This design comes from an exercise in tuning for small area on the open sky130 flow, not from production work. In this exercise RTL edits were held to simulation tests only and were not proved equivalent to the original. In this run the design's own scripts or RTL, not TritonCTS, make the clock network. The clock port is modelled as an ideal driver, which makes a skipped or thinned clock tree look cheaper than it is; a real chip needs a root buffer or a tree. Power is estimated from default activity; no workload was simulated.

### flow/config.mk
export PLATFORM = sky130hd
export DESIGN_NAME = vga_shape_detector
export DESIGN_NICKNAME = vga_shape_detector
export VERILOG_FILES = /design/flow/design.v
export SDC_FILE = /design/flow/constraint.sdc
export NUM_CORES = 4
export LEC_CHECK = 0
export CAP_MARGIN = 20
export CORE_MARGIN = 2
export CORE_UTILIZATION = 70
export PLACE_DENSITY = 0.8
export SLEW_MARGIN = 20
### flow/constraint.sdc
create_clock -name core_clock -period 40.0 [get_ports {clk}]
set_input_delay 8.0000 -clock core_clock [delete_from_list [all_inputs] [get_ports {clk}]]
set_output_delay 8.0000 -clock core_clock [all_outputs]
set_load 0.01 [all_outputs]
### flow/design.v
module VGA_DRIVER (
	input         CLOCK,
	input         RESET,
	input  [7:0]  PIXEL_COLOR_IN,
	output reg [9:0]  PIXEL_X,
	output reg [10:0] PIXEL_YL,
	output reg    TOP,
	output [14:0] ADDRESS,
	output [7:0]  PIXEL_COLOR_OUT,
	output        H_SYNC_NEG,
	output        V_SYNC_NEG,
	output        X_END
);
wire [9:0]  x  = PIXEL_X;
wire [10:0] yl = PIXEL_YL;
assign X_END = x[9] & x[8] & x[4] & x[3] & x[1];                           
wire y_end = yl[10] & yl[9] & !yl[8] & yl[7] & !yl[4] & yl[2] & !yl[1];    
wire y_143 = yl[10] & !yl[6] & yl[5] & !yl[4] & !yl[3] & yl[2] & !yl[1] & yl[0];
assign ADDRESS = {x[9:4] + yl, x[3:0]};
assign PIXEL_COLOR_OUT = (x < 10'd640) ? PIXEL_COLOR_IN : 8'b0;
assign H_SYNC_NEG = !(x >= 10'd656 && x < 10'd752);
assign V_SYNC_NEG = !((yl[10] & !yl[9] & yl[8] & !yl[5] & yl[3] & yl[1] & !yl[0]) |
                      (!yl[9] & !yl[7] & !yl[6] & yl[4] & yl[3] & !yl[2] & !yl[1]));
always @(posedge CLOCK) begin
	if (RESET) begin
		PIXEL_X  <= 10'd0;
		PIXEL_YL <= 11'd0;
		TOP      <= 1'b1;
	end else if (X_END) begin
		PIXEL_X  <= 10'd0;
		PIXEL_YL <= y_end ? 11'd0 : PIXEL_YL + 11'd11;
		TOP      <= y_end | (TOP & !y_143);
	end else begin
		PIXEL_X  <= PIXEL_X + 10'd1;
	end
end
endmodule
module ZONE_STORE (
	input      CLK,
	input      CNT,        
	input      LINE_END,   
	input      [2:0] BIT,  
	input      W2, W3,
	input      TAP2,       
	output     C_BIT,      
	output     P1_BIT,     
	output     P2_BIT      
);
reg [6:0] C;
reg [7:0] P1, P2;
assign C_BIT  = BIT == 3'd7 ? 1'b0 : C[BIT];
assign P1_BIT = TAP2 ? P1[5] : P1[3];
assign P2_BIT = P2[0];
always @(posedge CLK) begin
	C  <= LINE_END ? 7'd0 : C + CNT;
	P1 <= {P1[6:0], W3 ? C_BIT : P1[7]};
	P2 <= {P2[6:0], W2 ? P1[0] : P2[7]};
end
endmodule
module IMAGE_PROCESSOR (
	input        CLK,
	input        RESET,
	input  [7:0] PIXEL_IN,
	input  [9:0] VGA_PIXEL_X,
	input [10:0] VGA_PIXEL_YL,    
	input        X_END,
	input        VGA_VSYNC_NEG,
	output reg [2:0] RESULT
);
wire [1:0] pr = PIXEL_IN[7:6];
wire [1:0] pg = PIXEL_IN[4:3];
wire [1:0] pb = PIXEL_IN[1:0];
wire is_red  = (pr > pb) && (pr > pg);
wire is_blue = (pb > pr) && (pb >= pg);
wire [9:0]  x  = VGA_PIXEL_X;
wire [10:0] yl = VGA_PIXEL_YL;
wire [4:0] zl;
assign zl[0] = yl[9] & !yl[7] & !yl[6] & !yl[4] & !yl[3] & yl[2] & yl[1];
assign zl[1] = yl[9] & yl[7] & !yl[6] & !yl[5] & yl[4] & !yl[3] & yl[2];
assign zl[2] = yl[9] & yl[8] & !yl[7] & !yl[6] & !yl[5] & yl[4] & !yl[2];
assign zl[3] = yl[9] & yl[8] & yl[7] & !yl[6] & !yl[5] & yl[4] & yl[2];
assign zl[4] = !yl[9] & !yl[7] & !yl[6] & !yl[5] & !yl[4] & !yl[2] & yl[1] & !yl[0];
wire zline = |zl;
wire in_zone = zline && (x >= 10'd48) && (x <= 10'd128);
wire [6:0] xw = x[9:3];
wire wa_r = zline && xw == 7'd17;    
wire wb_r = zline && xw == 7'd18;    
wire wa_b = zline && xw == 7'd19;    
wire wb_b = zline && xw == 7'd20;    
wire w2   = zline && xw == 7'd21;    
wire w3   = zline && xw == 7'd22;    
wire first = x[2:0] == 3'd0;
wire last  = x[2:0] == 3'd7;
wire tap2 = zl[1] | zl[4];
wire cr, p1r, p2r, cb, p1b, p2b;
ZONE_STORE zr (.CLK(CLK), .CNT(is_red & in_zone), .LINE_END(X_END), .BIT(~x[2:0]),
	.W2(w2), .W3(w3), .TAP2(tap2), .C_BIT(cr), .P1_BIT(p1r), .P2_BIT(p2r));
ZONE_STORE zb (.CLK(CLK), .CNT(is_blue & in_zone), .LINE_END(X_END), .BIT(~x[2:0]),
	.W2(w2), .W3(w3), .TAP2(tap2), .C_BIT(cb), .P1_BIT(p1b), .P2_BIT(p2b));
wire blue = wa_b | wb_b;
wire wa = wa_r | wa_b;
wire wb = wb_r | wb_b;
wire c = blue ? cb : cr;
wire p = blue ? (wa ? p1b : p2b) : (wa ? p1r : p2r);
reg u;    
wire und = first | u;
wire dec = und & (c ^ p);             
wire eq  = last & und & !(c ^ p);     
wire fail_lt = (dec & !c) | eq;       
wire fail_gt = (dec & c) | eq;        
wire kill_tri = wa & fail_lt;
wire kill_dia = (wa & ((zl[1] & fail_lt) | (zl[4] & fail_gt))) |
                (wb & ((zl[2] & fail_lt) | (zl[4] & fail_gt)));
wire start = zl[1] & first;    
reg red_tri, red_dia, blue_tri, blue_dia;
always @(posedge CLK) begin
	u <= und & !(c ^ p);
	if (wa_r & start) begin
		red_tri <= !kill_tri;
		red_dia <= !kill_dia;
	end else if (!blue) begin
		if (kill_tri) red_tri <= 1'b0;
		if (kill_dia) red_dia <= 1'b0;
	end
	if (wa_b & start) begin
		blue_tri <= !kill_tri;
		blue_dia <= !kill_dia;
	end else if (blue) begin
		if (kill_tri) blue_tri <= 1'b0;
		if (kill_dia) blue_dia <= 1'b0;
	end
end
reg [15:0] RED, BLUE;
wire vs = !VGA_VSYNC_NEG;
wire clear = RESET | (vs & X_END & yl[0]);
wire b_gt_r = BLUE > RED;
wire b_eq_r = BLUE == RED;
always @(posedge CLK) begin
	RED  <= clear ? 16'd0 : RED  + (is_red  & !vs);
	BLUE <= clear ? 16'd0 : BLUE + (is_blue & !vs);
	if (RESET)
		RESULT <= 3'd0;
	else if (vs) begin
		if (b_gt_r && BLUE > 16'd17000)
			RESULT <= blue_tri ? 3'd1 : blue_dia ? 3'd2 : 3'd3;
		else if (!b_gt_r && !b_eq_r && RED > 16'd17000)
			RESULT <= red_tri ? 3'd4 : red_dia ? 3'd5 : 3'd6;
		else
			RESULT <= 3'd0;
	end
end
endmodule
module vga_shape_detector (
	input         clk,
	input         reset,
	input  [7:0]  mem_rdata,
	output [14:0] mem_raddr,
	output [7:0]  vga_color,
	output        vga_hsync_n,
	output        vga_vsync_n,
	output [2:0]  result
);
localparam BLUE = 8'b000_000_11;
wire [9:0]  x;
wire [10:0] yl;    
wire        top;   
wire        x_end;
wire in_image = (x < 10'd176) && top;
VGA_DRIVER driver (
	.CLOCK(clk),
	.RESET(reset),
	.PIXEL_COLOR_IN(in_image ? mem_rdata : BLUE),
	.PIXEL_X(x),
	.PIXEL_YL(yl),
	.TOP(top),
	.ADDRESS(mem_raddr),
	.PIXEL_COLOR_OUT(vga_color),
	.H_SYNC_NEG(vga_hsync_n),
	.V_SYNC_NEG(vga_vsync_n),
	.X_END(x_end)
);
IMAGE_PROCESSOR proc (
	.CLK(clk),
	.RESET(reset),
	.PIXEL_IN(mem_rdata),
	.VGA_PIXEL_X(x),
	.VGA_PIXEL_YL(yl),
	.X_END(x_end),
	.VGA_VSYNC_NEG(vga_vsync_n),
	.RESULT(result)
);
endmodule
### flow/flow/run.sh
#!/bin/bash
# Layout flow: the standard ORFS flow (standard.sh) with these changes:
#  - synthesis: ORFS's own synth.tcl, but without the Kogge-Stone carry
#    lookahead map and the full/half-adder extraction, and with an area-
#    oriented ABC script (flow/area.script). Registers are mapped exactly as
#    in the standard synthesis (same passes up to and including dfflibmap).
#  - port buffers: buf_1 on every input and output port.
#  - clock tree: flow/cts.tcl (a root buffer and a grid of leaf buffers) in
#    place of ORFS's CTS step.
# Each tool's output goes to a log file in the work folder.
set -euo pipefail
W=$(pwd)
F=$W/flow

# synthesis script: the standard flow's wrapper around ORFS's synth.tcl, pointed at a
# modified copy of synth.tcl
python3 - "$FLOW_HOME/scripts/synth.tcl" "$W/synth_recipe.tcl" "$F" "$W" <<'PY'
import sys
synth, bench, fdir, work = sys.argv[1:]
s = open(synth).read()
def sub(old, new):
    global s
    if old not in s:
        sys.exit("synth.tcl: pattern not found: " + old)
    s = s.replace(old, new, 1)
sub('source $::env(SCRIPTS_DIR)/synth_preamble.tcl\n',
    'source $::env(SCRIPTS_DIR)/synth_preamble.tcl\n'
    'set abc_args [list -script %s/area.script {*}$lib_args {*}$lib_dont_use_args'
    ' -constr $::env(OBJECTS_DIR)/abc.constr]\n' % fdir)
sub('"-extra-map $::env(FLOW_HOME)/platforms/common/lcu_kogge_stone.v"', '')
sub('[dont_use_adder_kinds] ne "none"', '[dont_use_adder_kinds] ne "none" && 0')
open(work + '/my_synth_core.tcl', 'w').write(s)
b = open(bench).read()
old = 'source $::env(SCRIPTS_DIR)/synth.tcl'
if old not in b:
    sys.exit("synth_recipe.tcl: pattern not found")
open(work + '/my_synth.tcl', 'w').write(b.replace(old, 'source ' + work + '/my_synth_core.tcl'))
PY

# The standard flow's layout command with the synthesis script swapped and port buffers
# of buf_1
sed -e "s#SYNTH_SCRIPT=[^ ]*#SYNTH_SCRIPT=$W/my_synth.tcl 'BUFFER_PORTS_ARGS=-buffer_cell sky130_fd_sc_hd__buf_1' 'CTS_ARGS=-sink_clustering_enable -repair_clock_nets -dont_use_dummy_load'#" \
    standard.sh > my_standard.sh
grep -q "my_synth.tcl" my_standard.sh

bash my_standard.sh synth > $W/synth.log 2>&1
bash my_standard.sh place > $W/place.log 2>&1
export MY_CTS_PORT=clk MY_CTS_ROOT=sky130_fd_sc_hd__clkbuf_8
export MY_CTS_BUF=sky130_fd_sc_hd__clkbuf_8 MY_CTS_KX=3 MY_CTS_KY=2
bash my_standard.sh run RUN_SCRIPT=$F/cts.tcl RUN_LOG_NAME_STEM=4_1_cts > $W/cts.log 2>&1
test -f $W/orfs/results/*/vga_shape_detector/base/4_1_cts.odb
bash my_standard.sh > $W/layout.log 2>&1
test -f $W/out/final.def
### flow/flow/area.script
strash
ifraig
scorr
dc2
strash
balance -l
resub -K 6 -l
rewrite -l
resub -K 6 -N 2 -l
refactor -l
resub -K 8 -l
balance -l
resub -K 8 -N 2 -l
rewrite -l
resub -K 10 -l
rewrite -z -l
resub -K 10 -N 2 -l
balance -l
resub -K 12 -l
refactor -z -l
resub -K 12 -N 2 -l
rewrite -z -l
balance -l
balance
rewrite
refactor
balance
rewrite
rewrite -z
balance
refactor -z
rewrite -z
balance
&get -n
&deepsyn -J 100 -T 600
&put
dch -f
amap
topo
### flow/flow/cts.tcl
# Clock tree, in place of ORFS's CTS step (reads 3_place, writes 4_1_cts.odb
# and 4_cts.sdc as that step does). The clock port drives one root buffer;
# the root drives MY_CTS_KX x MY_CTS_KY leaf buffers, one per cell of a grid
# of the flip-flops with about equal counts, each placed at the centre of its
# flip-flops. Every flip-flop's clock goes through the same two buffer types,
# so the tree is balanced: no register's clock is made early or late on
# purpose. Then ORFS's usual legalisation and timing repair.
source $::env(SCRIPTS_DIR)/load.tcl
erase_non_stage_variables cts
load_design 3_place.odb 3_place.sdc

set bufname $::env(MY_CTS_BUF)
set db [ord::get_db]
set block [ord::get_db_block]
set master [$db findMaster $bufname]
set clk_port [$block findBTerm $::env(MY_CTS_PORT)]
set clk_net [$clk_port getNet]

# sinks sorted by x
set sinks {}
foreach it [$clk_net getITerms] {
  set inst [$it getInst]
  set bb [$inst getBBox]
  lappend sinks [list [expr {([$bb xMin] + [$bb xMax]) / 2}] [expr {([$bb yMin] + [$bb yMax]) / 2}] $it]
}
# root buffer: the clock port drives only this buffer, which drives the leaves
set root_master [$db findMaster $::env(MY_CTS_ROOT)]
set root [odb::dbInst_create $block $root_master "clkbuf_manual_root"]
set root_net [odb::dbNet_create $block "clknet_manual_root"]
$root_net setSigType CLOCK
set leaf_pins {}
foreach it [$clk_net getITerms] { lappend leaf_pins $it }
[$root findITerm A] connect $clk_net
[$root findITerm X] connect $root_net
foreach it $leaf_pins { $it disconnect; $it connect $root_net }
set clk_net $root_net
set core [$block getCoreArea]
$root setLocation [expr {([$core xMin] + [$core xMax]) / 2}] [expr {([$core yMin] + [$core yMax]) / 2}]
$root setPlacementStatus PLACED

# grid of KX columns by KY rows of about equal sink counts
set KX $::env(MY_CTS_KX)
set KY $::env(MY_CTS_KY)
set sinks [lsort -integer -index 0 $sinks]
set n [llength $sinks]
puts "manual CTS: $n sinks, $KX x $KY x $bufname"
set k 0
for {set i 0} {$i < $KX} {incr i} {
  set col [lrange $sinks [expr {($n * $i) / $KX}] [expr {($n * ($i + 1)) / $KX - 1}]]
  set col [lsort -integer -index 1 $col]
  set m [llength $col]
  for {set j 0} {$j < $KY} {incr j} {
    set group [lrange $col [expr {($m * $j) / $KY}] [expr {($m * ($j + 1)) / $KY - 1}]]
    set sx 0; set sy 0
    foreach s $group { set sx [expr {$sx + [lindex $s 0]}]; set sy [expr {$sy + [lindex $s 1]}] }
    set cx [expr {$sx / [llength $group]}]
    set cy [expr {$sy / [llength $group]}]
    set inst [odb::dbInst_create $block $master "clkbuf_manual_$k"]
    set net [odb::dbNet_create $block "clknet_manual_$k"]
    $net setSigType CLOCK
    [$inst findITerm A] connect $clk_net
    [$inst findITerm X] connect $net
    foreach s $group {
      set it [lindex $s 2]
      $it disconnect
      $it connect $net
    }
    $inst setLocation $cx $cy
    $inst setPlacementStatus PLACED
    puts "  buffer $k: [llength $group] sinks at ($cx, $cy)"
    incr k
  }
}

set_propagated_clock [all_clocks]
detailed_placement
estimate_parasitics -placement
repair_timing_helper
detailed_placement
check_placement -verbose
report_clock_skew
report_worst_slack -max
report_worst_slack -min

orfs_write_db $::env(RESULTS_DIR)/4_1_cts.odb
orfs_write_sdc $::env(RESULTS_DIR)/4_cts.sdc
### flow/standard.sh
#!/bin/bash
# synth_recipe.tcl (not shown) runs the flow's synth.tcl, then flattens the netlist and writes it again
# the make line also repeats each setting of config.mk as NAME=value (left out here)
make -C /OpenROAD-flow-scripts/flow DESIGN_CONFIG=/design/flow/config.mk WORK_HOME=/design/flow/orfs CLKGATE_MAP_FILE= SYNTH_SCRIPT=/design/flow/synth_recipe.tcl "${@:-finish}"
==> out/metrics.yaml <==
outcome:
  outcome: "timing/DRC/antenna clean"
floorplan:
  initial_core_util_pct: 71.4
  io_pins: 38
  fp.dieW_um: 84.0
  die_h_um: 84.0
  dieArea_um2: 7060
  core_um2: 6280
  rows: 29
global_routing:
  grt_pass1_wl_um: 16200
  gr-total-overflow: 0
  antenna_found_initial: 0
  grt_pass1_vias: 3784
  grt_usage_pct: 26.9
  grt_start_max_net_pins: 33
yosys:
  synth_edf_count: 4
  synth_area_per_cell_um2: 7.92
  ys_types: 41
  ys.flop_type: "dfxtp_1"
  synthArstFlopShare_pct: 0
  synth_top_area_cell: "dfxtp_1"
  netlist_area_um2: 4480
  ys_seq_elements: 108
  yosys-top-cells-area: "dfxtp_1 (46%), nor2_1 (10%), clkinv_1 (6.4%)"
  yosys.area.top_type_share_pct: 46.4
  synthesis.nets: 576
  syn_inst: 566
  ys_warn_count: 3
  ys_seq_area_share_pct: 49.1
sta:
  worstMarginPinSlew_ns: 0.611
  slew_violations: 0
  period_share_pct: 41.3
  hold_ws_ns: 0.329
  min_period_ns: 16.54
  slew_headroom_pct: 58.8
  hold_violations: 0
  rsz0062_at_grt: "false"
  tns_ns: 0
  finalSetupViolCount: 0
  clock.fmax_mhz: 60.5
  fin_worst_skew_ns: 0.0162
critical_path:
  cp-startpoint: "mem_rdata[4]"
  cp.required_ns: 32.00
  crit_chain: "buf_1 > clkinv_1 > nor2_1 > buf_1"
  cp_data_arrival_time_ns: 8.54
  rr_worst_depth: 18
  r2r-end: "proc.red_tri$_SDFFCE_PN0P_"
  endpoint: "vga_color[4]"
  critPathCaptureType: "output port"
  path_class: "primary input to output port"
  path_buf_inv: 3
  r2r_setup_slack_ns: 35.38
  crit_top_cell: "buf_1"
  crit_family: "buffers and inverters"
  r2r_start: "driver.PIXEL_YL[2]$_SDFFE_PP0P_"
  cp_slowest_cell: "buf_1"
  path_depth: 4
  cp_max_fo: 4
  start_kind: "primary input"
  slowest_delay_ns: 0.16
power:
  netSwitchingFraction_pct: 22.1
  p_int_uw: 128
  p_seq_share_pct: 66.9
  power_density_nw_per_um2: 34.1
  p_leak_uw: 0.00160
  clkPwrFrac_pct: 28.2
  p_switching_uw: 36.1
  power.share.combinational_pct: 4.8
  vdd_drop_max_mv: 0.0421
detailed_routing:
  ant_nets: 0
  routedWlPerCell_um: 14.2
  first_pass_iters: 5
  vias: 4027
  initialDrtViolationCount: 173
  totalWireLength_um: 9680
  vias_per_cell: 5.90
  drc: 0
place:
  dpl.hpwl_um: 7200
  io_buffers: 37
  finalWeightedCongestion: 0.870
  dpl_cell_area_um2: 4700
finish:
  nets: 618
  final_cell_mix: "nor2_1 (119), dfxtp_1 (104), clkinv_1 (77)"
  drive_above_1_share_pct: 1.65
  fill_cells: 476
  mostFrequentLayoutCell: "nor2_1"
  num_antenna_cells: 0
  syn_to_final_growth_pct: 6.98
  fin_area_um2: 4800
clock_tree:
  clk_latency_ns: 0.36
  post_cts_resize_count: 0
  cts_setup_buffers: 0
  hold_buffers: 0
  clk_pin_slew_ns: 0.10
flow_run:
  max_cap_viol_count: 0
min_path:
  hold_path_depth: 0
  hold_path.class: "flop to flop"
==> power by group through the flow <==
stage          sequential, µW  clock (µW)  combinational (µW)
6_report                  110        46.2                7.90
5_1_grt                   110        50.1                8.64
3_5_place_dp              112           0                7.70
3_3_place_gp              112           0                7.43
2_1_floorplan             112           0                5.55
==> sequential cells by signal, indices dropped and copies added (netlist names), 3 cells and up <==
| register | flops |
|---|---|
| proc.RED | 16 |
| driver.PIXEL_X | 10 |
| proc.BLUE | 16 |
| proc.zb.P1 | 8 |
| proc.zr.P2 | 8 |
| proc.zr.P1 | 8 |
| proc.zb.P2 | 8 |
| proc.RESULT | 3 |
| proc.zr.C | 7 |
| driver.PIXEL_YL | 11 |
| proc.zb.C | 7 |
==> worst min-delay path by stage <==
stage / endpoint / from
detailed placement: proc.zr.P1[7]$_DFF_P_ / proc.zr.P1[6]$_DFF_P_
floorplan: proc.zb.P1[2]$_DFF_P_ / proc.zb.P1[1]$_DFF_P_
global route: proc.zb.P2[7]$_DFF_P_ / proc.zb.P2[6]$_DFF_P_
global placement: proc.zb.P2[7]$_DFF_P_ / proc.zb.P2[6]$_DFF_P_
finish: proc.zb.P1[7]$_DFF_P_ / proc.zb.P1[6]$_DFF_P_
==> routing by layer <==
layer | track usage (%) | up-vias | share of wire (%) | wire (µm)
met5 | 0 | - | 0 | 0
met4 | 8.06 | 0 | 2.8 | 274
met3 | 3.17 | 26 | 4.4 | 428
met2 | 49.9 | 87 | 51 | 4900
met1 | 32.3 | 1856 | 42 | 4070
li1 | - | 2058 | - | -
==> worst reg2reg max path: stages, from the launching register on <==
cell and delay, ns:
dfxtp_1 0.46, clkinv_1 0.22, nor2_1 0.18, a21oi_1 0.05, or4_1 0.51, o21ai_0 0.52
o21ai_0 0.27, or3_1 0.41, nor2_1 0.16, o21ai_0 0.21, clkinv_1 0.13, nor2_1 0.05
o32ai_1 0.31, and2_0 0.22, nor2_1 0.07, a21oi_1 0.19, o21a_1 0.16, or2_0 0.16
nor2_1 0.07
==> cells by family after synthesis <==
logic type / share of synthesized area, %
flip-flops: 49.1
AO/OA/AOI/OAI: 23.0
AND/OR/NAND/NOR: 20.6
buffers and inverters: 7.28
==> Yosys cell counts (all sizes together), types with 3 or more instances <==
library cell	count
nor2	119
dfxtp	104
clkinv	77
nand2	47
o21ai	40
a211oi	28
a21oi	27
o22ai	16
nor3	15
o21a	7
a22oi	6
a31oi	6
buf	6
and2	5
nor4	5
or2	5
a2111oi	4
a221oi	4
and3	4
edfxtp	4
nand4	4
o22a	4
nand3	3
o21bai	3
o221ai	3
==> per-stage QoR <==
step | setup WS, ns | std cells | utilization [%] | power (µW)
6_report | 23.46 | 683 | 76.4 | 164
2_1_floorplan | 23.72 | 566 | - | 117
3_3_place_gp | 23.53 | 676 | 74.9 | 119
5_1_grt | 23.42 | 683 | 76.4 | 168
3_5_place_dp | 23.47 | 676 | 74.9 | 120
==> area by class of cell <==
type                       count  area [µm²]  area share (%)
buffer                         7        96.3            2.01
inverter                      77         289            6.03
multi-input combinational    375        1960            40.8
sequential                   108        2200            45.9
tap                           77        96.3            2.01
timing repair buffer          39         154            3.21

separate check: timing with driven ports:
In the flow no input, the clock included, has a driving cell. The finished layout below was timed again as built, in two steps.
Step 1, drivers: a clkbuf_16 drives clk and a buf_2 each remaining input, both assumed.
Step 2 adds t to the input delays and takes it off the output delays; t is the mean of the earliest and latest rising clock arrival at the registers after step 1. Input paths then give back, and output paths get back, about the clock's delay inside the block.
Three values: ideal, step 1, step 2; two values: the first two.
t, ns: 0.382
setup slack, ns: 23.461 / 23.433 / 23.433
slew at the worst register clock pin (ns): 0.11 / 0.11
After both steps setup and hold are still met in this run. The setup slack of this run moves by -0.028 ns with the drivers and by -0.028 ns with both steps.
